Background: an optimization exercise with open tools, aiming at small area. Do not read the settings as production practice.
In this exercise RTL edits were held to simulation tests only and were not proved equivalent to the original.
Power is estimated from default activity; no workload was simulated.

## build 88
## design_5
module design_5 #(parameter width = 8, parameter cwidth = 4)(
  input [width-1:0] OPA, OPB,
  input CLK, RST, CE, MODE, CIN,
  input [1:0] INP_VALID,
  input [cwidth-1:0] CMD,
  output reg [2*width:0] RES,
  output OFLOW,
  output COUT,
  output G,
  output L,
  output E,
  output ERR
);
Size: roughly 50 I/O pins.
export LEC_CHECK = 0
export ABC_AREA = 1
export CAP_MARGIN = 20
export CORE_MARGIN = 2
export CORE_UTILIZATION = 40
export CTS_BUF_LIST = sky130_fd_sc_hd__clkbuf_8
export CTS_CLUSTER_DIAMETER = 500
export CTS_CLUSTER_SIZE = 50
export GPL_TIMING_DRIVEN = 0
export SLEW_MARGIN = 20
export SYNTH_HIERARCHICAL = 1
export SYNTH_MINIMUM_KEEP_SIZE = 0
create_clock -name core_clock -period 8.0 [get_ports {CLK}]
standard.sh (not shown) runs the stock make flow with config.mk's settings and CLKGATE_MAP_FILE= SYNTH_SCRIPT=/design/flow/synth_recipe.tcl, a recipe that flattens the netlist after the stock synthesis.
==> flow/flow/run.sh <==
#!/bin/bash
# Layout flow: the standard flow (standard.sh) with two changes:
#  - synthesis is the standard synthesis script (synth_recipe.tcl) with only
#    the ABC mapping script replaced by flow/area.abc (area-oriented mapping);
#  - the port buffers that placement inserts use sky130_fd_sc_hd__buf_1.
# Each tool's full output goes to a log file in this folder.
set -euo pipefail
W=$(pwd)
export MY_ABC_SCRIPT="$W/flow/area.abc"
{
  cat <<'TCL'
proc abc {args} {
  set i [lsearch -exact $args -script]
  if { $i >= 0 } { lset args [expr {$i + 1}] $::env(MY_ABC_SCRIPT) }
  yosys abc {*}$args
}
TCL
  cat "$W/synth_recipe.tcl"
} > "$W/own_synth.tcl"
bash "$W/standard.sh" finish "SYNTH_SCRIPT=$W/own_synth.tcl" \
  "BUFFER_PORTS_ARGS=-buffer_cell sky130_fd_sc_hd__buf_1" > "$W/flow_make.log" 2>&1
==> flow/flow/area.abc <==
strash
dc2
dch -f
amap
topo
Input-level comparison between build 98 and build 88:
==> flow/flow/run.sh <==
#!/bin/bash
set -euo pipefail
W=$(pwd)
export MY_ABC_SCRIPT="$W/flow/area.abc"
{
  cat <<'TCL'
proc abc {args} {
  set i [lsearch -exact $args -script]
  if { $i >= 0 } { lset args [expr {$i + 1}] $::env(MY_ABC_SCRIPT) }
  yosys abc {*}$args
}
TCL
  cat "$W/synth_recipe.tcl"
} > "$W/own_synth.tcl"
bash "$W/standard.sh" finish "SYNTH_SCRIPT=$W/own_synth.tcl" \
  "BUFFER_PORTS_ARGS=-buffer_cell sky130_fd_sc_hd__buf_1" \
  "CTS_ARGS=-sink_clustering_enable -repair_clock_nets -sink_clustering_size 50 -sink_clustering_max_diameter 500 -buf_list sky130_fd_sc_hd__clkbuf_8 -dont_use_dummy_load" \
  > "$W/flow_make.log" 2>&1
==> flow/flow/area.abc <==
&get -n
&st
&dc2
&dch -f
&nf -a
&put
topo
### Flow results
Build 98 against build 88: relative area change from synthesis to final layout decreased by 2.4 points relative to the old numbers; instance count of the mapped netlist decreased by 81 relative to the old numbers; via count decreased by 9.1% relative to the old numbers; met1 capacity usage during global routing decreased by 3.0 points relative to the old numbers.
A cell with the biggest individual delay on the critical path of fa_1 is what build 88 shows, while a221oi_1 belongs to build 98.
What build 26 does differently from build 98 at the input level:
- GPL_TIMING_DRIVEN: 0 -> unset
==> flow/flow/run.sh <==
#!/bin/bash
# Layout flow: the standard flow (standard.sh) with two changes:
#  - synthesis is the standard synthesis script (synth_recipe.tcl) with only
#    the ABC mapping script replaced by flow/area.abc (area-oriented mapping);
#  - the port buffers that placement inserts use sky130_fd_sc_hd__buf_1.
# Each tool's full output goes to a log file in this folder.
set -euo pipefail
W=$(pwd)
export MY_ABC_SCRIPT="$W/flow/area.abc"
{
  cat <<'TCL'
proc abc {args} {
  set i [lsearch -exact $args -script]
  if { $i >= 0 } { lset args [expr {$i + 1}] $::env(MY_ABC_SCRIPT) }
  yosys abc {*}$args
}
TCL
  cat "$W/synth_recipe.tcl"
} > "$W/own_synth.tcl"
bash "$W/standard.sh" finish "SYNTH_SCRIPT=$W/own_synth.tcl" \
  "BUFFER_PORTS_ARGS=-buffer_cell sky130_fd_sc_hd__buf_1" > "$W/flow_make.log" 2>&1
==> flow/flow/area.abc <==
strash
dc2
dch -f
amap
topo
==> results.txt <==
Re switching power: build 98 and build 26 aren't equal, and the lower value belongs to build 98. Worst-path cell with the longest stage delay = a221oi_1: build 98; worst-path cell with the longest stage delay = a2111oi_0: build 26. Build 98 has lower routability-driven placement congestion ratio than build 26. When the final numbers for build 98 and build 26 were put side by side, the multiplexer area fraction after synthesis turned out to be greater in build 98. Compared with build 98, in build 26 total power saw an increase, total routed wire length on the met1 layer saw an increase, die area saw a decrease, gate count of the mapped netlist saw an increase. Diff build 98 and build 26: logic gate share of total power lower in build 98.
## Diff of input files: build 85 against build 26
- setting GPL_TIMING_DRIVEN to 0 for the first time
==> flow/flow/run.sh <==
#!/bin/bash
set -euo pipefail
W=$(pwd)
export MY_ABC_SCRIPT="$W/flow/area.abc"
{
  cat <<'TCL'
proc abc {args} {
  set i [lsearch -exact $args -script]
  if { $i >= 0 } { lset args [expr {$i + 1}] $::env(MY_ABC_SCRIPT) }
  yosys abc {*}$args
}
TCL
  cat "$W/synth_recipe.tcl"
} > "$W/own_synth.tcl"
bash "$W/standard.sh" finish "SYNTH_SCRIPT=$W/own_synth.tcl" \
  "BUFFER_PORTS_ARGS=-buffer_cell sky130_fd_sc_hd__buf_1" \
  "CTS_ARGS=-sink_clustering_enable -repair_clock_nets -sink_clustering_size 50 -sink_clustering_max_diameter 500 -buf_list sky130_fd_sc_hd__clkbuf_8 -dont_use_dummy_load" \
  > "$W/flow_make.log" 2>&1
==> flow/flow/area.abc <==
&get -n
&st
&dc2
&dch -f
&nf -a
&put
topo
## What came out
- From build 26 to build 85 the numbers moved as follows: area of all placed cells without fillers went down about 1.5%, critical path depth went down 7, arrival time of data at the critical path endpoint went up 0.09 ns, worst setup slack went down 0.081 ns, fraction of power spent switching nets went down 2.7 points.
- Relative to build 26, filler cell count in the final layout has gone down in build 85.
- Re first-pass iteration count of the detailed router: build 26 and build 85 aren't equal, and the lower value belongs to build 26.
- Routed wire in build 85 totals less than in build 26.
- Global-route wire length before repair is higher on build 26

---

== the baseline ==
design_5 again, from the RTL that the note above started with.
==> flow/design.v (excerpt) <==
module design_5 #(parameter width = 8, parameter cwidth = 4)(
  input [width-1:0] OPA, OPB,
  input CLK, RST, CE, MODE, CIN,
  input [1:0] INP_VALID,
  input [cwidth-1:0] CMD,
  output reg [2*width:0] RES,
  output OFLOW,
  output COUT,
  output G,
  output L,
  output E,
  output ERR
);
==> flow/config.mk <==
export PLATFORM = sky130hd
export DESIGN_NAME = design_5
export DESIGN_NICKNAME = design_5
export VERILOG_FILES = /design/flow/design.v
export SDC_FILE = /design/flow/constraint.sdc
export NUM_CORES = 4
export LEC_CHECK = 0
export ABC_AREA = 1
export CAP_MARGIN = 0
export CORE_MARGIN = 2
export CORE_UTILIZATION = 40
export CTS_BUF_LIST = sky130_fd_sc_hd__clkbuf_8
export CTS_CLUSTER_DIAMETER = 500
export CTS_CLUSTER_SIZE = 50
export GPL_TIMING_DRIVEN = 0
export SLEW_MARGIN = 0
export SYNTH_HIERARCHICAL = 1
export SYNTH_MINIMUM_KEEP_SIZE = 0
==> flow/constraint.sdc <==
create_clock -name core_clock -period 8.0 [get_ports {CLK}]
set_input_delay 1.6000 -clock core_clock [delete_from_list [all_inputs] [get_ports {CLK}]]
set_output_delay 1.6000 -clock core_clock [all_outputs]
set_load 0.01 [all_outputs]
==> flow/flow/run.sh <==
#!/bin/bash
set -euo pipefail
W=$(pwd)
export MY_ABC_SCRIPT="$W/flow/area.abc"
{
  cat <<'TCL'
proc abc {args} {
  set i [lsearch -exact $args -script]
  if { $i >= 0 } { lset args [expr {$i + 1}] $::env(MY_ABC_SCRIPT) }
  yosys abc {*}$args
}
TCL
  cat "$W/synth_recipe.tcl"
} > "$W/own_synth.tcl"
bash "$W/standard.sh" finish "SYNTH_SCRIPT=$W/own_synth.tcl" \
  "BUFFER_PORTS_ARGS=-buffer_cell sky130_fd_sc_hd__buf_1" \
  "CTS_ARGS=-sink_clustering_enable -repair_clock_nets -sink_clustering_size 50 -sink_clustering_max_diameter 500 -buf_list sky130_fd_sc_hd__clkbuf_8 -dont_use_dummy_load" \
  > "$W/flow_make.log" 2>&1
==> flow/flow/area.abc <==
&get -n
&st
&dc2
&dch -f
&nf -a
&put
topo
The baseline reached the end of the flow, and the finished layout is clean on the timing, design-rule and antenna checks.
Modified inputs, the candidate compared to the baseline
Settings: CAP_MARGIN now 20, was 0; SLEW_MARGIN now 20, was 0.
-- flow/flow/run.sh --
<<< the baseline, line 2
>>> the candidate, line 2
# Layout flow: the standard flow (standard.sh) with two changes:
#  - synthesis is the standard synthesis script (synth_recipe.tcl) with only
#    the ABC mapping script replaced by flow/area.abc (area-oriented mapping);
#  - the port buffers that placement inserts use sky130_fd_sc_hd__buf_1.
# Each tool's full output goes to a log file in this folder.
<<< the baseline, line 16
  "BUFFER_PORTS_ARGS=-buffer_cell sky130_fd_sc_hd__buf_1" \
  "CTS_ARGS=-sink_clustering_enable -repair_clock_nets -sink_clustering_size 50 -sink_clustering_max_diameter 500 -buf_list sky130_fd_sc_hd__clkbuf_8 -dont_use_dummy_load" \
  > "$W/flow_make.log" 2>&1
>>> the candidate, line 21
  "BUFFER_PORTS_ARGS=-buffer_cell sky130_fd_sc_hd__buf_1" > "$W/flow_make.log" 2>&1
Results
[compare] base=the baseline new=the candidate: final area now sits higher; total vias in the final route now sits higher; worst setup slack after layout now sits higher; utilization after layout now sits higher.
Compared with the baseline, aggregate routed wire length in the candidate decreased slightly.
From the baseline to the candidate the numbers moved as follows: largest net degree at the start of global routing lost 16; final critical delay including setup and external delays lost 0.10 ns; number of gates given a new drive strength after cts lost 1; fmax picked up an extra 1.4%; combinational fraction of design power lost 1.7 points.
The share of the final layout cell area in multi-input gates in the candidate sits 0.95 points below the value recorded for the baseline.

[port drivers added, routing unchanged]
The flow's constraints put no driver on any port. The routed layouts listed below were extracted and timed again, unchanged, in two steps.
Step 1 assumes that a clkbuf_16 drives the clock port and a buf_2 every other input.
Step 2 also shifts input and output timing later by t, the mid clock arrival at the registers, as if the neighbouring blocks saw the same clock.
Slacks: ideal / step 1 / step 2; pairs: ideal / step 1.
run	shift t [ns]	setup WS [ns]	hold slack, ns	worst slew at a driven data input, ns	pins driven straight from the clock port
build 88	0.326	0.313 / 0.313 / 0.313	0.489 / 0.489 / 0.489	0.04	1
build 98	0.321	0.311 / 0.311 / 0.311	0.522 / 0.522 / 0.522	0.03	1
build 26	0.334	0.392 / 0.392 / 0.392	0.485 / 0.485 / 0.485	0.05	1
build 85	0.321	0.311 / 0.311 / 0.311	0.522 / 0.522 / 0.522	0.03	1
the baseline	0.322	0.288 / 0.288 / 0.288	0.522 / 0.522 / 0.522	0.03	1
the candidate	0.331	0.391 / 0.391 / 0.391	0.523 / 0.523 / 0.523	0.03	1
After both steps setup and hold are still met in every run listed.
